This is an optimization exercise on Yosys and OpenROAD, whose aim is small area and a short achievable clock period, not a production implementation.
No functional check of the RTL was part of any run shown here.

==> flow/design.v, too long to show whole: its modules and the start of the top module <==
// module FPUFMAPipe: 225 lines
// module fma_booth_tree: 5008 lines
// module fma_cpa: 903 lines
// module fma_lzc_pairs: 198 lines
// module fma_round: 38 lines
module FPUFMAPipe(
  input         clock,
                reset,
                io_in_valid,
                io_in_bits_ren3,
                io_in_bits_swap23,
  input  [2:0]  io_in_bits_rm,
  input  [1:0]  io_in_bits_fmaCmd,
  input  [64:0] io_in_bits_in1,
                io_in_bits_in2,
                io_in_bits_in3,
  output        io_out_valid,
  output [64:0] io_out_bits_data,
  output [4:0]  io_out_bits_exc
);
  // ...
==> flow/run.sh <==
#!/bin/bash
# synth_recipe.tcl (not shown) runs the flow's synth.tcl, then flattens the netlist and writes it again
# the make line also repeats each setting of config.mk as NAME=value (left out here)
make -C /OpenROAD-flow-scripts/flow DESIGN_CONFIG=/design/flow/config.mk WORK_HOME=/design/flow/orfs CLKGATE_MAP_FILE= SYNTH_SCRIPT=/design/flow/synth_recipe.tcl finish
==> flow/config.mk <==
export PLATFORM = sky130hd
export DESIGN_NAME = FPUFMAPipe
export DESIGN_NICKNAME = FPUFMAPipe
export VERILOG_FILES = /design/flow/design.v
export SDC_FILE = /design/flow/constraint.sdc
export NUM_CORES = 8
export LEC_CHECK = 0
export CAP_MARGIN = 20
export CORE_MARGIN = 2
export CORE_UTILIZATION = 45
export SLEW_MARGIN = 20
==> flow/constraint.sdc <==
create_clock -name core_clock -period 16.0 [get_ports {clock}]
set_input_delay 3.2000 -clock core_clock [delete_from_list [all_inputs] [get_ports {clock}]]
set_output_delay 3.2000 -clock core_clock [all_outputs]
set_load 0.01 [all_outputs]
==> metrics.cfg, run 1 <==
[clocking]
post_cts_resized = 0
cts_htree_levels = 3

[die]
chipWidth_um = 513.5

[setup_path]
r2r-end = e3_data[16]
slowest_delay_ns = 0.92
startpoint = e2_sh[0]
worstSetupEndpointType = flip-flop
path_delay_family = simple AND/OR/NAND/NOR gates

[synthesis]
synth_top_family_by_area = adder cells
ys_async_sr_fraction = 0
synth_area_per_cell_um2 = 8.707
synth_nets = 15300
yosysWarnings = 1
synthMuxAreaShare = 0.06681
synth_compound_area_frac = 0.2122
yosys-top-cells-count = a22oi_1, fa_1, inv_1

[placement]
placed_area_mm2 = 0.1222
post-place-ws_ns = 3.854

[cells_and_area]
layout_commonest_cell = a22oi_1
layout-drive-gt1-share = 0.08295
biggestCellCategory = multi-input gates
finalInstanceArea_mm2 = 0.1256
finalNonFillerCells = 16360
nFlopsAndLatches = 753

[global_route]
antenna_found_initial = 46
grt_pass1_vias = 116700

[run_status]
status = timing/DRC/antenna clean

[sta]
holdWs_ns = 0.2848
fin_ws_ns = 3.725

[route]
drt-met1-wl_um = 214800
top_layer_used = met5

[run]
max-cap-violations = 0

==> module FPUFMAPipe, before the edit <==
module FPUFMAPipe(
  input         clock,
                reset,
                io_in_valid,
                io_in_bits_ren3,
                io_in_bits_swap23,
  input  [2:0]  io_in_bits_rm,
  input  [1:0]  io_in_bits_fmaCmd,
  input  [64:0] io_in_bits_in1,
                io_in_bits_in2,
                io_in_bits_in3,
  output        io_out_valid,
  output [64:0] io_out_bits_data,
  output [4:0]  io_out_bits_exc
);
  wire [64:0] a = io_in_bits_in1;
  wire [64:0] b = io_in_bits_swap23 ? 65'h08000000000000000 : io_in_bits_in2;
  wire [64:0] c = (io_in_bits_ren3 | io_in_bits_swap23) ? io_in_bits_in3
                  : {io_in_bits_in1[64] ^ io_in_bits_in2[64], 64'h0};
  wire zA = ~(|a[63:61]);
  wire zB = ~(|b[63:61]);
  wire zC = ~(|c[63:61]);
  wire nanA = (&a[63:62]) & a[61];
  wire nanB = (&b[63:62]) & b[61];
  wire nanC = (&c[63:62]) & c[61];
  wire infA = (&a[63:62]) & ~a[61];
  wire infB = (&b[63:62]) & ~b[61];
  wire infC = (&c[63:62]) & ~c[61];
  wire signProd = a[64] ^ b[64] ^ io_in_bits_fmaCmd[1];
  wire doSub    = signProd ^ c[64] ^ io_in_bits_fmaCmd[0];
  wire [13:0] sExpAlignedProd = {2'h0, a[63:52]} + {2'h0, b[63:52]} - 14'h7C8;
  wire [13:0] sNat = sExpAlignedProd - {2'h0, c[63:52]};
  wire [12:0] sExpProd = sExpAlignedProd[12:0] - 13'h35;
  wire isSigNaNAny = nanA & ~a[51] | nanB & ~b[51] | nanC & ~c[51];
  wire isNaNAOrB   = nanA | nanB;
  wire isInfProd   = infA | infB;
  wire invalidExc  = isSigNaNAny | infA & zB | zA & infB | ~isNaNAOrB & isInfProd & infC & doSub;
  wire outIsNaN    = isNaNAOrB | nanC;
  wire isInfOut    = isInfProd | infC;
  wire addZeros    = (zA | zB) & zC;
  wire rmMin       = io_in_bits_rm == 3'h2;
  wire CDomSign    = signProd ^ doSub;
  wire signK       = isInfProd & signProd | infC & CDomSign
                     | addZeros & ~rmMin & signProd & CDomSign
                     | addZeros & rmMin & (signProd | CDomSign);
  wire signEn      = ~isInfOut & ~addZeros;
  wire [54:0] yB = {1'b0, ~zB, b[51:0], 1'b0};    
  wire [26:0] bOne, bTwo;
  wire [25:0] bNeg;
  genvar gi;
  generate
    for (gi = 0; gi < 27; gi = gi + 1) begin : booth
      wire y0 = yB[2*gi];        
      wire y1 = yB[2*gi+1];      
      wire y2 = yB[2*gi+2];      
      assign bOne[gi] = y1 ^ y0;
      assign bTwo[gi] = y2 & ~y1 & ~y0 | ~y2 & y1 & y0;
      if (gi < 26) begin : n
        assign bNeg[gi] = y2;
      end
    end
  endgenerate
  wire [52:0] sigCx = {~zC, c[51:0]} ^ {53{doSub}};
  reg         v0;
  reg  [52:0] e0_sigA;
  reg  [26:0] e0_one, e0_two;
  reg  [25:0] e0_neg;
  reg  [52:0] e0_sigCx;
  reg         e0_doSub, e0_zAB, e0_zC, e0_signProd;
  reg  [13:0] e0_sNat;
  reg  [12:0] e0_sExpProd;
  reg  [11:0] e0_expC;
  reg         e0_invalid, e0_isNaN, e0_isInf, e0_addZeros, e0_signK, e0_signEn;
  reg  [2:0]  e0_rm;
  always @(posedge clock) begin
    v0 <= io_in_valid;
    e0_sigA <= {~zA, a[51:0]};
    e0_one <= bOne;
    e0_two <= bTwo;
    e0_neg <= bNeg;
    e0_sigCx <= sigCx;
    e0_doSub <= doSub;
    e0_zAB <= zA | zB;
    e0_zC <= zC;
    e0_signProd <= signProd;
    e0_sNat <= sNat;
    e0_sExpProd <= sExpProd;
    e0_expC <= c[63:52];
    e0_invalid <= invalidExc;
    e0_isNaN <= outIsNaN;
    e0_isInf <= isInfOut;
    e0_addZeros <= addZeros;
    e0_signK <= signK;
    e0_signEn <= signEn;
    e0_rm <= io_in_bits_rm;
  end
  wire isMinCAlign = e0_zAB | e0_sNat[13];
  wire CIsDom = ~e0_zC & (isMinCAlign | e0_sNat[12:0] < 13'h36);
  wire [7:0] CAlignDist = isMinCAlign ? 8'h0 : e0_sNat[12:0] < 13'hA1 ? e0_sNat[7:0] : 8'hA1;
  wire [12:0] sExpSum = CIsDom ? {1'h0, e0_expC} : e0_sExpProd;
  wire [164:0] mainAlignedSigC = $signed({e0_doSub, e0_sigCx, {111{e0_doSub}}}) >>> CAlignDist;
  wire [64:0] reduced4CExtra_shift = $signed(65'sh10000000000000000 >>> CAlignDist[7:2]);
  wire [51:0] cFrac = e0_sigCx[51:0] ^ {52{e0_doSub}};
  wire [12:0] cGen = {|(cFrac[51:48]), |(cFrac[47:44]), |(cFrac[43:40]), |(cFrac[39:36]), |(cFrac[35:32]),
                      |(cFrac[31:28]), |(cFrac[27:24]), |(cFrac[23:20]), |(cFrac[19:16]), |(cFrac[15:12]),
                      |(cFrac[11:8]), |(cFrac[7:4]), |(cFrac[3:0])}
                   & {reduced4CExtra_shift[24], reduced4CExtra_shift[25], reduced4CExtra_shift[26],
                      reduced4CExtra_shift[27], reduced4CExtra_shift[28], reduced4CExtra_shift[29],
                      reduced4CExtra_shift[30], reduced4CExtra_shift[31], reduced4CExtra_shift[32],
                      reduced4CExtra_shift[33], reduced4CExtra_shift[34], reduced4CExtra_shift[35],
                      reduced4CExtra_shift[36]};
  wire bit0AlignedSigC = e0_doSub ? (&(mainAlignedSigC[2:0])) & ~(|cGen)
                                  : (|(mainAlignedSigC[2:0])) | (|cGen);
  wire [106:0] tr0, tr1;
  fma_booth_tree tree (
    .a(e0_sigA), .one(e0_one), .two(e0_two), .neg(e0_neg),
    .cadd(mainAlignedSigC[108:3]), .r0(tr0), .r1(tr1));
  reg          v1;
  reg  [106:0] e1_r0, e1_r1;
  reg  [54:0]  e1_high;
  reg          e1_bit0, e1_doSub, e1_CIsDom, e1_signProd;
  reg  [5:0]   e1_CAlignDist;
  reg  [12:0]  e1_sExpSum;
  reg          e1_invalid, e1_isNaN, e1_isInf, e1_addZeros, e1_signK, e1_signEn;
  reg  [2:0]   e1_rm;
  always @(posedge clock) begin
    if (reset) v1 <= 1'b0; else v1 <= v0;
    e1_r0 <= tr0;
    e1_r1 <= tr1;
    e1_high <= mainAlignedSigC[163:109];
    e1_bit0 <= bit0AlignedSigC;
    e1_doSub <= e0_doSub;
    e1_CIsDom <= CIsDom;
    e1_signProd <= e0_signProd;
    e1_CAlignDist <= CAlignDist[5:0];
    e1_sExpSum <= sExpSum;
    e1_invalid <= e0_invalid;
    e1_isNaN <= e0_isNaN;
    e1_isInf <= e0_isInf;
    e1_addZeros <= e0_addZeros;
    e1_signK <= e0_signK;
    e1_signEn <= e0_signEn;
    e1_rm <= e0_rm;
  end
  wire [105:0] sum0, sum1;
  wire c105_0, c105_1;
  fma_cpa cpa (.x(e1_r0[105:0]), .y(e1_r1[105:0]), .sum0(sum0), .sum1(sum1),
               .cout0(c105_0), .cout1(c105_1));
  wire m106 = e1_r0[106] ^ e1_r1[106];
  wire mAR106_0 = m106 ^ c105_0;
  wire mAR106_1 = m106 ^ c105_1;
  wire [54:0] T3 = e1_high + {54'h0, mAR106_0};
  wire [1:0]  T3_1 = e1_high[1:0] + {1'b0, mAR106_1};
  wire [161:0] sigSum = {T3, sum0, e1_bit0};
  wire [107:0] CDom_absSigSum = e1_doSub ? ~sigSum[161:54] : {1'h0, e1_high[54:53], sigSum[159:55]};
  wire CDom_extraSticky = e1_doSub ? sum0[52:0] != 53'h1FFFFFFFFFFFFF : (|(sum0[53:0]));
  wire nSign = T3[2];
  wire [108:0] Y = sigSum[108:0];
  wire [108:0] Yp = e1_doSub ? (e1_bit0 ? {T3_1, sum1, 1'b0} : {T3[1:0], sum0, 1'b1}) : Y;
  wire [108:0] notCDom_abs = nSign ? ~Y : Yp;
  wire [109:0] X = e1_CIsDom ? {CDom_absSigSum, 2'b00} : {1'b0, notCDom_abs};
  wire [5:0] nd;
  wire lzAny;
  fma_lzc_pairs lzc (.x({1'b0, notCDom_abs}), .nd(nd), .any(lzAny));
  wire complCanc = ~lzAny & ~(|notCDom_abs[1:0]);
  wire [6:0] sh = e1_CIsDom ? {1'b0, e1_CAlignDist} : {nd, 1'b0};
  wire e1_rmMin = e1_rm == 3'h2;
  wire rawSign = e1_signK | e1_signEn & (e1_CIsDom ? e1_signProd ^ e1_doSub
                                          : complCanc ? e1_rmMin : e1_signProd ^ nSign);
  wire rawIsZero = e1_addZeros | ~e1_CIsDom & complCanc;
  reg          v2;
  reg  [109:0] e2_X;
  reg  [6:0]   e2_sh;
  reg  [12:0]  e2_sExpSum;
  reg          e2_CIsDom, e2_doSub, e2_extraSticky;
  reg          e2_invalid, e2_isNaN, e2_isInf, e2_isZero, e2_sign;
  reg  [2:0]   e2_rm;
  always @(posedge clock) begin
    if (reset) v2 <= 1'b0; else v2 <= v1;
    e2_X <= X;
    e2_sh <= sh;
    e2_sExpSum <= e1_sExpSum;
    e2_CIsDom <= e1_CIsDom;
    e2_doSub <= e1_doSub;
    e2_extraSticky <= e1_CIsDom & CDom_extraSticky;
    e2_invalid <= e1_invalid;
    e2_isNaN <= e1_isNaN;
    e2_isInf <= e1_isInf;
    e2_isZero <= rawIsZero;
    e2_sign <= rawSign;
    e2_rm <= e1_rm;
  end
  wire [109:0] Xs = e2_X << e2_sh;
  wire [12:0] grp = {|(e2_X[51:48]), |(e2_X[47:44]), |(e2_X[43:40]), |(e2_X[39:36]), |(e2_X[35:32]),
                     |(e2_X[31:28]), |(e2_X[27:24]), |(e2_X[23:20]), |(e2_X[19:16]), |(e2_X[15:12]),
                     |(e2_X[11:8]), |(e2_X[7:4]), |(e2_X[3:0])};
  wire [4:0] shq = e2_sh[6:2];
  reg grpSticky;
  integer k;
  always @(*) begin
    grpSticky = 1'b0;
    for (k = 0; k < 13; k = k + 1)
      if ({27'h0, shq} + k <= 12) grpSticky = grpSticky | grp[k];
  end
  wire sticky = (|(Xs[54:52])) | grpSticky | e2_extraSticky;
  wire [55:0] rawSig = {Xs[109:55], sticky};
  wire [12:0] rawExp = e2_sExpSum - (e2_CIsDom ? {12'h0, e2_doSub} : {6'h0, e2_sh});
  wire [64:0] rOut;
  wire [4:0]  rExc;
  fma_round rnd (
    .io_invalidExc(e2_invalid), .io_in_isNaN(e2_isNaN), .io_in_isInf(e2_isInf),
    .io_in_isZero(e2_isZero), .io_in_sign(e2_sign), .io_in_sExp(rawExp), .io_in_sig(rawSig),
    .io_roundingMode(e2_rm), .io_out(rOut), .io_exceptionFlags(rExc));
  reg         v3;
  reg  [64:0] e3_data;
  reg  [4:0]  e3_exc;
  always @(posedge clock) begin
    if (reset) v3 <= 1'b0; else v3 <= v2;
    e3_data <= ({65{rOut[63:61] != 3'h7}} | 65'h1EFEFFFFFFFFFFFFF) & rOut;
    e3_exc <= rExc;
  end
  assign io_out_valid = v3;
  assign io_out_bits_data = e3_data;
  assign io_out_bits_exc = e3_exc;
endmodule
==> module fma_round, before the edit <==
module fma_round(
  input         io_invalidExc,
                io_in_isNaN,
                io_in_isInf,
                io_in_isZero,
                io_in_sign,
  input  [12:0] io_in_sExp,
  input  [55:0] io_in_sig,
  input  [2:0]  io_roundingMode,
  output [64:0] io_out,
  output [4:0]  io_exceptionFlags
);
  wire        roundingMode_near_even = io_roundingMode == 3'h0;
  wire        roundingMode_odd = io_roundingMode == 3'h6;
  wire        roundMagUp = io_roundingMode == 3'h2 & io_in_sign | io_roundingMode == 3'h3 & ~io_in_sign;
  wire [11:0] _roundMask_T_1 = ~(io_in_sExp[11:0]);
  wire [64:0] roundMask_shift = $signed(65'sh10000000000000000 >>> _roundMask_T_1[5:0]);
  wire [64:0] roundMask_shift_1 = $signed(65'sh10000000000000000 >>> _roundMask_T_1[5:0]);
  wire [53:0] _roundMask_T_129 = (_roundMask_T_1[11] ? (_roundMask_T_1[10] ? {~(_roundMask_T_1[9] | _roundMask_T_1[8] | _roundMask_T_1[7] | _roundMask_T_1[6] ? 51'h0 : ~{roundMask_shift[13], roundMask_shift[14], roundMask_shift[15], roundMask_shift[16], roundMask_shift[17], roundMask_shift[18], roundMask_shift[19], roundMask_shift[20], roundMask_shift[21], roundMask_shift[22], roundMask_shift[23], roundMask_shift[24], roundMask_shift[25], roundMask_shift[26], roundMask_shift[27], roundMask_shift[28], roundMask_shift[29], roundMask_shift[30], roundMask_shift[31], roundMask_shift[32], roundMask_shift[33], roundMask_shift[34], roundMask_shift[35], roundMask_shift[36], roundMask_shift[37], roundMask_shift[38], roundMask_shift[39], roundMask_shift[40], roundMask_shift[41], roundMask_shift[42], roundMask_shift[43], roundMask_shift[44], roundMask_shift[45], roundMask_shift[46], roundMask_shift[47], roundMask_shift[48], roundMask_shift[49], roundMask_shift[50], roundMask_shift[51], roundMask_shift[52], roundMask_shift[53], roundMask_shift[54], roundMask_shift[55], roundMask_shift[56], roundMask_shift[57], roundMask_shift[58], roundMask_shift[59], roundMask_shift[60], roundMask_shift[61], roundMask_shift[62], roundMask_shift[63]}), 3'h7} : {51'h0, _roundMask_T_1[9] & _roundMask_T_1[8] & _roundMask_T_1[7] & _roundMask_T_1[6] ? {roundMask_shift_1[0], roundMask_shift_1[1], roundMask_shift_1[2]} : 3'h0}) : 54'h0) | {53'h0, io_in_sig[55]};
  wire [54:0] _GEN = {_roundMask_T_129, 1'h1};
  wire [54:0] _roundedSig_T_14 = {1'h1, ~_roundMask_T_129} & _GEN;
  wire [54:0] _GEN_0 = io_in_sig[55:1] & _roundedSig_T_14;
  wire [54:0] _GEN_1 = io_in_sig[54:0] & _GEN;
  wire        anyRound = (|_GEN_0) | (|_GEN_1);
  wire        _overflow_roundMagUp_T = roundingMode_near_even | io_roundingMode == 3'h4;
  wire [54:0] roundedSig = _overflow_roundMagUp_T & (|_GEN_0) | roundMagUp & anyRound ? {1'h0, io_in_sig[55:2] | _roundMask_T_129} + 55'h1 & ~(roundingMode_near_even & (|_GEN_0) & ~(|_GEN_1) ? {_roundMask_T_129, 1'h1} : 55'h0) : {1'h0, io_in_sig[55:2] & ~_roundMask_T_129} | (roundingMode_odd & anyRound ? _roundedSig_T_14 : 55'h0);
  wire [13:0] sRoundedExp = {io_in_sExp[12], io_in_sExp} + {12'h0, roundedSig[54:53]};
  wire        common_totalUnderflow = $signed(sRoundedExp) < 14'sh3CE;
  wire        isNaNOut = io_invalidExc | io_in_isNaN;
  wire        commonCase = ~isNaNOut & ~io_in_isInf & ~io_in_isZero;
  wire        overflow = commonCase & $signed(sRoundedExp[13:10]) > 4'sh2;
  wire        overflow_roundMagUp = _overflow_roundMagUp_T | roundMagUp;
  wire        pegMinNonzeroMagOut = commonCase & common_totalUnderflow & (roundMagUp | roundingMode_odd);
  wire        pegMaxFiniteMagOut = overflow & ~overflow_roundMagUp;
  wire        notNaN_isInfOut = io_in_isInf | overflow & overflow_roundMagUp;
  assign io_out = {~isNaNOut & io_in_sign, sRoundedExp[11:0] & ~(io_in_isZero | common_totalUnderflow ? 12'hE00 : 12'h0) & ~(pegMinNonzeroMagOut ? 12'hC31 : 12'h0) & {1'h1, ~pegMaxFiniteMagOut, 10'h3FF} & {2'h3, ~notNaN_isInfOut, 9'h1FF} | (pegMinNonzeroMagOut ? 12'h3CE : 12'h0) | (pegMaxFiniteMagOut ? 12'hBFF : 12'h0) | (notNaN_isInfOut ? 12'hC00 : 12'h0) | (isNaNOut ? 12'hE00 : 12'h0), (isNaNOut | io_in_isZero | common_totalUnderflow ? {isNaNOut, 51'h0} : io_in_sig[55] ? roundedSig[52:1] : roundedSig[51:0]) | {52{pegMaxFiniteMagOut}}};
  assign io_exceptionFlags = {io_invalidExc, 1'h0, overflow, commonCase & (common_totalUnderflow | anyRound & io_in_sExp[12:11] != 2'h1 & (io_in_sig[55] ? _roundMask_T_129[1] : _roundMask_T_129[0]) & ~(1'b1 & ~(io_in_sig[55] ? _roundMask_T_129[2] : _roundMask_T_129[1]) & (io_in_sig[55] ? roundedSig[54] : roundedSig[53]) & (|_GEN_0) & (_overflow_roundMagUp_T & (io_in_sig[55] ? io_in_sig[2] : io_in_sig[1]) | roundMagUp & (io_in_sig[55] & io_in_sig[2] | (|(io_in_sig[1:0])))))), overflow | commonCase & (common_totalUnderflow | anyRound)};
endmodule
==> run 2, diff against run 1 <==
--- a/flow/design.v
+++ b/flow/design.v
@@ -29,7 +29,10 @@
   wire signProd = a[64] ^ b[64] ^ io_in_bits_fmaCmd[1];
   wire doSub    = signProd ^ c[64] ^ io_in_bits_fmaCmd[0];
-  wire [13:0] sExpAlignedProd = {2'h0, a[63:52]} + {2'h0, b[63:52]} - 14'h7C8;
-  wire [13:0] sNat = sExpAlignedProd - {2'h0, c[63:52]};
-  wire [12:0] sExpProd = sExpAlignedProd[12:0] - 13'h35;
+  wire [13:0] sNat = {2'h0, a[63:52]} + {2'h0, b[63:52]} + {2'h3, ~c[63:52]} + 14'h3839;
+  wire [12:0] sExpProd = {1'h0, a[63:52]} + {1'h0, b[63:52]} + 13'h1803;
+  wire isMinCAlign = zA | zB | sNat[13];
+  wire bigCAlign = ~isMinCAlign & (sNat[12:0] > 13'hA0);
+  wire CIsDom = ~zC & (isMinCAlign | sNat[12:0] < 13'h36);
+  wire [12:0] sExpSum = CIsDom ? {1'h0, c[63:52]} : sExpProd;
   wire isSigNaNAny = nanA & ~a[51] | nanB & ~b[51] | nanC & ~c[51];
   wire isNaNAOrB   = nanA | nanB;
@@ -67,8 +70,7 @@
   reg  [25:0] e0_neg;
   reg  [52:0] e0_sigCx;
-  reg         e0_doSub, e0_zAB, e0_zC, e0_signProd;
-  reg  [13:0] e0_sNat;
-  reg  [12:0] e0_sExpProd;
-  reg  [11:0] e0_expC;
+  reg         e0_doSub, e0_signProd, e0_isMin, e0_big, e0_CIsDom;
+  reg  [7:0]  e0_u;
+  reg  [12:0] e0_sExpSum;
   reg         e0_invalid, e0_isNaN, e0_isInf, e0_addZeros, e0_signK, e0_signEn;
   reg  [2:0]  e0_rm;
@@ -81,10 +83,10 @@
     e0_sigCx <= sigCx;
     e0_doSub <= doSub;
-    e0_zAB <= zA | zB;
-    e0_zC <= zC;
     e0_signProd <= signProd;
-    e0_sNat <= sNat;
-    e0_sExpProd <= sExpProd;
-    e0_expC <= c[63:52];
+    e0_isMin <= isMinCAlign;
+    e0_big <= bigCAlign;
+    e0_CIsDom <= CIsDom;
+    e0_u <= sNat[7:0];
+    e0_sExpSum <= sExpSum;
     e0_invalid <= invalidExc;
     e0_isNaN <= outIsNaN;
@@ -95,9 +97,9 @@
     e0_rm <= io_in_bits_rm;
   end
-  wire isMinCAlign = e0_zAB | e0_sNat[13];
-  wire CIsDom = ~e0_zC & (isMinCAlign | e0_sNat[12:0] < 13'h36);
-  wire [7:0] CAlignDist = isMinCAlign ? 8'h0 : e0_sNat[12:0] < 13'hA1 ? e0_sNat[7:0] : 8'hA1;
-  wire [12:0] sExpSum = CIsDom ? {1'h0, e0_expC} : e0_sExpProd;
-  wire [164:0] mainAlignedSigC = $signed({e0_doSub, e0_sigCx, {111{e0_doSub}}}) >>> CAlignDist;
+  wire [7:0] CAlignDist = e0_isMin ? 8'h0 : e0_big ? 8'hA1 : e0_u;
+  wire [164:0] shC = $signed({e0_doSub, e0_sigCx, {111{e0_doSub}}}) >>> e0_u;
+  wire [105:0] cadd = (e0_isMin | e0_big) ? {106{e0_doSub}} : shC[108:3];
+  wire [54:0] highC = e0_isMin ? {e0_sigCx, e0_doSub, e0_doSub} : e0_big ? {55{e0_doSub}} : shC[163:109];
+  wire [2:0] lowC = e0_isMin ? {3{e0_doSub}} : e0_big ? e0_sigCx[52:50] : shC[2:0];
   wire [64:0] reduced4CExtra_shift = $signed(65'sh10000000000000000 >>> CAlignDist[7:2]);
   wire [51:0] cFrac = e0_sigCx[51:0] ^ {52{e0_doSub}};
@@ -110,10 +112,9 @@
                       reduced4CExtra_shift[33], reduced4CExtra_shift[34], reduced4CExtra_shift[35],
                       reduced4CExtra_shift[36]};
-  wire bit0AlignedSigC = e0_doSub ? (&(mainAlignedSigC[2:0])) & ~(|cGen)
-                                  : (|(mainAlignedSigC[2:0])) | (|cGen);
+  wire bit0AlignedSigC = e0_doSub ? (&lowC) & ~(|cGen) : (|lowC) | (|cGen);
   wire [106:0] tr0, tr1;
   fma_booth_tree tree (
     .a(e0_sigA), .one(e0_one), .two(e0_two), .neg(e0_neg),
-    .cadd(mainAlignedSigC[108:3]), .r0(tr0), .r1(tr1));
+    .cadd(cadd), .r0(tr0), .r1(tr1));
   reg          v1;
   reg  [106:0] e1_r0, e1_r1;
@@ -128,11 +129,11 @@
     e1_r0 <= tr0;
     e1_r1 <= tr1;
-    e1_high <= mainAlignedSigC[163:109];
+    e1_high <= highC;
     e1_bit0 <= bit0AlignedSigC;
     e1_doSub <= e0_doSub;
-    e1_CIsDom <= CIsDom;
+    e1_CIsDom <= e0_CIsDom;
     e1_signProd <= e0_signProd;
     e1_CAlignDist <= CAlignDist[5:0];
-    e1_sExpSum <= sExpSum;
+    e1_sExpSum <= e0_sExpSum;
     e1_invalid <= e0_invalid;
     e1_isNaN <= e0_isNaN;
@@ -160,8 +161,10 @@
   wire [108:0] notCDom_abs = nSign ? ~Y : Yp;
   wire [109:0] X = e1_CIsDom ? {CDom_absSigSum, 2'b00} : {1'b0, notCDom_abs};
-  wire [5:0] nd;
-  wire lzAny;
-  fma_lzc_pairs lzc (.x({1'b0, notCDom_abs}), .nd(nd), .any(lzAny));
-  wire complCanc = ~lzAny & ~(|notCDom_abs[1:0]);
+  wire [5:0] ndPos, ndNeg;
+  wire anyPos, anyNeg;
+  fma_lzc_pairs lzcP (.x({1'b0, Yp}), .nd(ndPos), .any(anyPos));
+  fma_lzc_pairs lzcN (.x({1'b0, ~Y}), .nd(ndNeg), .any(anyNeg));
+  wire [5:0] nd = nSign ? ndNeg : ndPos;
+  wire complCanc = nSign ? ~anyNeg & ~(|notCDom_abs[1:0]) : ~anyPos & ~(|Yp[1:0]);
   wire [6:0] sh = e1_CIsDom ? {1'b0, e1_CAlignDist} : {nd, 1'b0};
   wire e1_rmMin = e1_rm == 3'h2;
@@ -6350,18 +6353,34 @@
   wire [11:0] _roundMask_T_1 = ~(io_in_sExp[11:0]);
   wire [64:0] roundMask_shift = $signed(65'sh10000000000000000 >>> _roundMask_T_1[5:0]);
-  wire [64:0] roundMask_shift_1 = $signed(65'sh10000000000000000 >>> _roundMask_T_1[5:0]);
-  wire [53:0] _roundMask_T_129 = (_roundMask_T_1[11] ? (_roundMask_T_1[10] ? {~(_roundMask_T_1[9] | _roundMask_T_1[8] | _roundMask_T_1[7] | _roundMask_T_1[6] ? 51'h0 : ~{roundMask_shift[13], roundMask_shift[14], roundMask_shift[15], roundMask_shift[16], roundMask_shift[17], roundMask_shift[18], roundMask_shift[19], roundMask_shift[20], roundMask_shift[21], roundMask_shift[22], roundMask_shift[23], roundMask_shift[24], roundMask_shift[25], roundMask_shift[26], roundMask_shift[27], roundMask_shift[28], roundMask_shift[29], roundMask_shift[30], roundMask_shift[31], roundMask_shift[32], roundMask_shift[33], roundMask_shift[34], roundMask_shift[35], roundMask_shift[36], roundMask_shift[37], roundMask_shift[38], roundMask_shift[39], roundMask_shift[40], roundMask_shift[41], roundMask_shift[42], roundMask_shift[43], roundMask_shift[44], roundMask_shift[45], roundMask_shift[46], roundMask_shift[47], roundMask_shift[48], roundMask_shift[49], roundMask_shift[50], roundMask_shift[51], roundMask_shift[52], roundMask_shift[53], roundMask_shift[54], roundMask_shift[55], roundMask_shift[56], roundMask_shift[57], roundMask_shift[58], roundMask_shift[59], roundMask_shift[60], roundMask_shift[61], roundMask_shift[62], roundMask_shift[63]}), 3'h7} : {51'h0, _roundMask_T_1[9] & _roundMask_T_1[8] & _roundMask_T_1[7] & _roundMask_T_1[6] ? {roundMask_shift_1[0], roundMask_shift_1[1], roundMask_shift_1[2]} : 3'h0}) : 54'h0) | {53'h0, io_in_sig[55]};
-  wire [54:0] _GEN = {_roundMask_T_129, 1'h1};
-  wire [54:0] _roundedSig_T_14 = {1'h1, ~_roundMask_T_129} & _GEN;
-  wire [54:0] _GEN_0 = io_in_sig[55:1] & _roundedSig_T_14;
+  wire [53:0] roundMaskE = _roundMask_T_1[11] ? (_roundMask_T_1[10] ? {~(_roundMask_T_1[9] | _roundMask_T_1[8] | _roundMask_T_1[7] | _roundMask_T_1[6] ? 51'h0 : ~{roundMask_shift[13], roundMask_shift[14], roundMask_shift[15], roundMask_shift[16], roundMask_shift[17], roundMask_shift[18], roundMask_shift[19], roundMask_shift[20], roundMask_shift[21], roundMask_shift[22], roundMask_shift[23], roundMask_shift[24], roundMask_shift[25], roundMask_shift[26], roundMask_shift[27], roundMask_shift[28], roundMask_shift[29], roundMask_shift[30], roundMask_shift[31], roundMask_shift[32], roundMask_shift[33], roundMask_shift[34], roundMask_shift[35], roundMask_shift[36], roundMask_shift[37], roundMask_shift[38], roundMask_shift[39], roundMask_shift[40], roundMask_shift[41], roundMask_shift[42], roundMask_shift[43], roundMask_shift[44], roundMask_shift[45], roundMask_shift[46], roundMask_shift[47], roundMask_shift[48], roundMask_shift[49], roundMask_shift[50], roundMask_shift[51], roundMask_shift[52], roundMask_shift[53], roundMask_shift[54], roundMask_shift[55], roundMask_shift[56], roundMask_shift[57], roundMask_shift[58], roundMask_shift[59], roundMask_shift[60], roundMask_shift[61], roundMask_shift[62], roundMask_shift[63]}), 3'h7} : {51'h0, _roundMask_T_1[9] & _roundMask_T_1[8] & _roundMask_T_1[7] & _roundMask_T_1[6] ? {roundMask_shift[0], roundMask_shift[1], roundMask_shift[2]} : 3'h0}) : 54'h0;
+  wire [53:0] roundMask = roundMaskE | {53'h0, io_in_sig[55]};
+  wire [54:0] _GEN = {roundMask, 1'h1};
+  wire [54:0] roundPosMask = {1'h1, ~roundMask} & _GEN;
+  wire [54:0] _GEN_0 = io_in_sig[55:1] & roundPosMask;
   wire [54:0] _GEN_1 = io_in_sig[54:0] & _GEN;
-  wire        anyRound = (|_GEN_0) | (|_GEN_1);
+  wire        roundPosBit = |_GEN_0;
+  wire        anyRoundExtra = |_GEN_1;
+  wire        anyRound = roundPosBit | anyRoundExtra;
   wire        _overflow_roundMagUp_T = roundingMode_near_even | io_roundingMode == 3'h4;
-  wire [54:0] roundedSig = _overflow_roundMagUp_T & (|_GEN_0) | roundMagUp & anyRound ? {1'h0, io_in_sig[55:2] | _roundMask_T_129} + 55'h1 & ~(roundingMode_near_even & (|_GEN_0) & ~(|_GEN_1) ? {_roundMask_T_129, 1'h1} : 55'h0) : {1'h0, io_in_sig[55:2] & ~_roundMask_T_129} | (roundingMode_odd & anyRound ? _roundedSig_T_14 : 55'h0);
-  wire [13:0] sRoundedExp = {io_in_sExp[12], io_in_sExp} + {12'h0, roundedSig[54:53]};
-  wire        common_totalUnderflow = $signed(sRoundedExp) < 14'sh3CE;
+  wire        roundIncr = _overflow_roundMagUp_T & roundPosBit | roundMagUp & anyRound;
+  wire [54:0] incSig = {1'h0, io_in_sig[55:2] | roundMask} + 55'h1;
+  wire [54:0] roundedSig = roundIncr
+    ? incSig & ~(roundingMode_near_even & roundPosBit & ~anyRoundExtra ? _GEN : 55'h0)
+    : {1'h0, io_in_sig[55:2] & ~roundMask} | (roundingMode_odd & anyRound ? roundPosMask : 55'h0);
+  wire [13:0] sExpX = {io_in_sExp[12], io_in_sExp};
+  wire [13:0] sExpP1 = sExpX + 14'h1;
+  wire [13:0] sExpP2 = sExpX + 14'h2;
+  wire uf0 = $signed(sExpX) < 14'sh3CE;
+  wire uf1 = $signed(sExpP1) < 14'sh3CE;
+  wire uf2 = $signed(sExpP2) < 14'sh3CE;
+  wire of0 = $signed(sExpX[13:10]) > 4'sh2;
+  wire of1 = $signed(sExpP1[13:10]) > 4'sh2;
+  wire of2 = $signed(sExpP2[13:10]) > 4'sh2;
+  wire [13:0] sRoundedExp = roundedSig[54] ? sExpP2 : roundedSig[53] ? sExpP1 : sExpX;
+  wire        common_totalUnderflow = roundedSig[54] ? uf2 : roundedSig[53] ? uf1 : uf0;
+  wire        expOverflow = roundedSig[54] ? of2 : roundedSig[53] ? of1 : of0;
   wire        isNaNOut = io_invalidExc | io_in_isNaN;
   wire        commonCase = ~isNaNOut & ~io_in_isInf & ~io_in_isZero;
-  wire        overflow = commonCase & $signed(sRoundedExp[13:10]) > 4'sh2;
+  wire        overflow = commonCase & expOverflow;
   wire        overflow_roundMagUp = _overflow_roundMagUp_T | roundMagUp;
   wire        pegMinNonzeroMagOut = commonCase & common_totalUnderflow & (roundMagUp | roundingMode_odd);
@@ -6369,4 +6388,4 @@
   wire        notNaN_isInfOut = io_in_isInf | overflow & overflow_roundMagUp;
   assign io_out = {~isNaNOut & io_in_sign, sRoundedExp[11:0] & ~(io_in_isZero | common_totalUnderflow ? 12'hE00 : 12'h0) & ~(pegMinNonzeroMagOut ? 12'hC31 : 12'h0) & {1'h1, ~pegMaxFiniteMagOut, 10'h3FF} & {2'h3, ~notNaN_isInfOut, 9'h1FF} | (pegMinNonzeroMagOut ? 12'h3CE : 12'h0) | (pegMaxFiniteMagOut ? 12'hBFF : 12'h0) | (notNaN_isInfOut ? 12'hC00 : 12'h0) | (isNaNOut ? 12'hE00 : 12'h0), (isNaNOut | io_in_isZero | common_totalUnderflow ? {isNaNOut, 51'h0} : io_in_sig[55] ? roundedSig[52:1] : roundedSig[51:0]) | {52{pegMaxFiniteMagOut}}};
-  assign io_exceptionFlags = {io_invalidExc, 1'h0, overflow, commonCase & (common_totalUnderflow | anyRound & io_in_sExp[12:11] != 2'h1 & (io_in_sig[55] ? _roundMask_T_129[1] : _roundMask_T_129[0]) & ~(1'b1 & ~(io_in_sig[55] ? _roundMask_T_129[2] : _roundMask_T_129[1]) & (io_in_sig[55] ? roundedSig[54] : roundedSig[53]) & (|_GEN_0) & (_overflow_roundMagUp_T & (io_in_sig[55] ? io_in_sig[2] : io_in_sig[1]) | roundMagUp & (io_in_sig[55] & io_in_sig[2] | (|(io_in_sig[1:0])))))), overflow | commonCase & (common_totalUnderflow | anyRound)};
+  assign io_exceptionFlags = {io_invalidExc, 1'h0, overflow, commonCase & (common_totalUnderflow | anyRound & io_in_sExp[12:11] != 2'h1 & (io_in_sig[55] ? roundMask[1] : roundMask[0]) & ~(~(io_in_sig[55] ? roundMask[2] : roundMask[1]) & (io_in_sig[55] ? roundedSig[54] : roundedSig[53]) & roundPosBit & (_overflow_roundMagUp_T & (io_in_sig[55] ? io_in_sig[2] : io_in_sig[1]) | roundMagUp & (io_in_sig[55] & io_in_sig[2] | (|(io_in_sig[1:0])))))), overflow | commonCase & (common_totalUnderflow | anyRound)};
 endmodule
==> flow/flow/run.sh (new file) <==
#!/bin/bash
# The standard layout (standard synthesis, floorplan, placement, CTS, routing),
# with ORFS's setup repair asked to leave extra setup slack so that it upsizes and
# buffers the slowest paths. The make output goes to flow.log, and ORFS keeps each
# step's full log under orfs/logs/.
set -uo pipefail
bash standard.sh SETUP_SLACK_MARGIN=9 finish > flow.log 2>&1
==> flow/standard.sh (new file) <==
#!/bin/bash
# synth_recipe.tcl (not shown) runs the flow's synth.tcl, then flattens the netlist and writes it again
# the make line also repeats each setting of config.mk as NAME=value (left out here)
make -C /OpenROAD-flow-scripts/flow DESIGN_CONFIG=/design/flow/config.mk WORK_HOME=/design/flow/orfs CLKGATE_MAP_FILE= SYNTH_SCRIPT=/design/flow/synth_recipe.tcl "${@:-finish}"
removed: flow/run.sh
==> run 2 against run 1 <==
Setup slack gained 5.2 ns. Routed wire length grew 2.3%. Clock skew grew 0.055 ns. Sequential cell count shrank 17.
==> metrics.cfg, run 2 <==
[run_status]
status = timing/DRC/antenna clean

[die]
start_util = 0.4521
chipWidth_um = 519.9  ; +1.2%
ios = 276
fp.dieArea_mm2 = 0.2703
num_rows = 189
die_height_um = 519.9
coreArea_mm2 = 0.2649

[route]
first_pass_iters = 12
drc = 0
avgViaCountPerCell = 7.146
drt-met1-wl_um = 220800  ; +2.8%
drt_iter0_drc = 20180
final_antenna_net_count = 0
routed-wl-met2_um = 279800
vias = 122300
top_layer_used = met5
routedWlPerCell_um = 39.16
finalWirelength_um = 669900
dr_wl_met3_um = 92260

[global_route]
grt_use_total = 0.4777
grt_max_degree = 125
overflow = 0
antenna_found_initial = 41  ; -11%
grt_pass1_vias = 120300  ; +3.1%
grt_pass1_wl_um = 924700

[cells_and_area]
synthToLayoutAreaGrowth_pct = 8.641
regArea_mm2 = 0.01500
final_cell_mix = fa_1, a22oi_1, inv_1
fin_util = 0.4912
top_regs = e2_X: 110 flops, e1_r0: 107 flops, e1_r1: 107 flops
layout_commonest_cell = fa_1
multi_input_area_mm2 = 0.09574
layout-drive-gt1-share = 0.1011  ; +0.01811
top_register = e2_X
largest_reg_flops = 110
layout.nets = 15380
fillers = 25210

[setup_path]
endpoint = e3_data[17]
reg2reg_from = e2_sh[1]
startpoint_type = flip-flop
worstPathCellList = buf_4, nand2_2, o22ai_1, o21ai_0, a32oi_1, nand4_1, a211oi_1, a31oi_1, or4_1, or2_4, a21boi_4, buf_12, a21oi_1, a32oi_1, a21boi_0, and2_1, o31ai_2
startpoint = e2_sh[1]
path_delay_family = compound AO/OA/AOI/OAI gates
cp.arrival_ns = 7.83
worstPathRequired_ns = 16.76
reg2regPathDepth = 17
r2r-end = e3_data[17]
cp.depth = 17
cpMostUsedCell = a32oi_1
critPathKind = reg2reg
slowest_delay_ns = 0.65  ; -0.27 ns
path_buf_inv = 2
worstSetupEndpointType = flip-flop
cp_max_fo = 44
cp_slowest_cell = a21boi_0
rrSetupSlack_ns = 8.93

[placement]
dpl.hpwl_um = 468700
io_buffers = 274
gp_congestion = 1.089

[synthesis]
ys.flop_type = dfxtp_1
synth_area_leader_cell = fa_1
netlist.area_leader.share = 0.2377
synth_seq_cells = 736
yosysMostFrequentCell = fa_1
synth_edf_count = 0
synth.distinct_cells = 115
yosysWarnings = 1  ; unchanged
yosys-top-cells-count = fa_1, a22oi_1, inv_1
synth_area_mm2 = 0.1197
netlist_top_cells_area = fa_1, dfxtp_1, a22oi_1
synth_area_per_cell_um2 = 8.556  ; -1.7%
synth_seq_area_share = 0.1230
synth_nets = 15910  ; +4.0%
ys_async_sr_fraction = 0  ; unchanged
syn_inst = 14000

[sta]
fin_setup_tns_ns = 0
rsz0062_at_grt = yes
finalSetupViolCount = 0
hold_violations = 0
worstMarginPinSlew_ns = 1.357
fmax_mhz = 141.4
maxSlewViolCount = 0
post-route-period-util = 0.4420
skew_ns = 0.1178
slew_headroom = 0.09116
post-route-min-period_ns = 7.072

[clocking]
clk_pin_slew_ns = 0.06
clock_path_buffers = 4
postCtsHoldBufs = 0
cts_buffers = 94
clkLatencyLatePin_ns = 0.89
cts_tree = done
cts_num_sinks = 736
cts_htree_levels = 3  ; unchanged
root_buffer = clkbuf_16

[worst_hold_path]
hold_class = reg2reg

[run]
max-cap-violations = 0  ; unchanged

-- run 2: cell count changes after synthesis, sizes merged, moves of 72 or more --
cell	before	now
nand2	737	842
nor2	572	661
o21ai	398	631
a21o	74	146
a21oi	507	656
clkbuf	1070	1157
mux2i	449	303
-- run 2: metal layers --
layer | vias up | GRT usage
met5 | - | 0.008600
met4 | 28 | 0.4164
met3 | 3868 | 0.1850
met2 | 11530 | 0.7076
met1 | 59480 | 0.5353
li1 | 47360 | -
-- run 2: worst register-to-register path, delay by kind of cell (launching register included) --
kind / cells / cell delay [ns]
flip-flops: 1 / 0.56
AND/OR/NAND/NOR: 5 / 2.26
buffers and inverters: 2 / 0.89
AO/OA/AOI/OAI: 10 / 3.36
-- run 2: worst min-delay path by stage --
stage,from,end,slack (ns),depth (start not counted)
detailed placement,e1_sExpSum[12],e2_sExpSum[12],0.31,0
finish,e0_rm[1],e1_rm[1],0.31,0
global route,e0_rm[1],e1_rm[1],0.32,0
global placement,e1_invalid,e2_invalid,0.31,0
floorplan,e0_CIsDom,e1_CIsDom,0.31,0
CTS,e0_rm[1],e1_rm[1],0.31,0
-- run 2: final cells by class --
cell class	instances	share of cell area
multi-input combinational	10560	0.7359
sequential	736	0.1153
timing repair buffer	727	0.05074
inverter	1341	0.03873
tap	3533	0.03398
clock buffer	117	0.02007
clock inverter	51	0.004491
antenna	40	0.0007694
-- run 2: kinds of logic after synthesis --
group	after synthesis	synth area share
fa+ha+maj	1708	0.2676
xor+xnor	1803	0.1319
flops	736	0.1230
compound gates	3855	0.2199
simple gates	2603	0.1040
buf+inv	2700	0.08649
other cells	1	0.00003132
mux	590	0.06705
-- run 2: repair_timing --
item                       CTS  global route
setup endpoints to repair  179           116
pin swaps                   18            27
resized for setup          144            85
setup buffers               33            33
cloned                       5             5
-- run 2: metrics by stage --
stage	instances	setup slack [ns]	hold WS, ns	cell area (um2)
2_1_floorplan	14000	8.297	0.3096	119900
6_report	17110	8.928	0.3140	130100
4_1_cts	17030	9.003	0.3101	129200
5_1_grt	17070	8.879	0.3197	130000
3_3_place_gp	16820	6.954	0.3112	125000
3_5_place_dp	16820	7.111	0.3121	125000

-- re-timing with driven ports --
Ports are ideal in the flow. The routed layouts listed here were re-timed in OpenROAD. Step 1: set_driving_cell puts a clkbuf_16 on clock and a buf_2 on each other input, an assumption about the parent block. Step 2 adds t to the input delays and takes it off the output delays; t is the mean of the earliest and latest rising clock arrival at the registers after step 1. Input paths then give back, and output paths get back, about the clock's delay inside the block. Slacks: no drivers / after step 1 / after step 2; pairs: no drivers / after step 1.
run | t, ns | setup WS [ns] | hold WS [ns] | slew at the worst register clock pin (ns) | cell pins on the clock port's net
run 1 | 0.878 | 3.725 / 3.725 / 3.725 | 0.285 / 0.285 / 0.285 | 0.07 / 0.07 | 1
run 2 | 0.948 | 8.928 / 8.928 / 7.994 | 0.314 / 0.314 / 0.314 | 0.08 / 0.08 | 1
After both steps setup and hold are still met in every run listed. For run 2, which loses most, drivers alone change the setup slack by 0.000 ns; drivers and shift together by -0.934 ns.
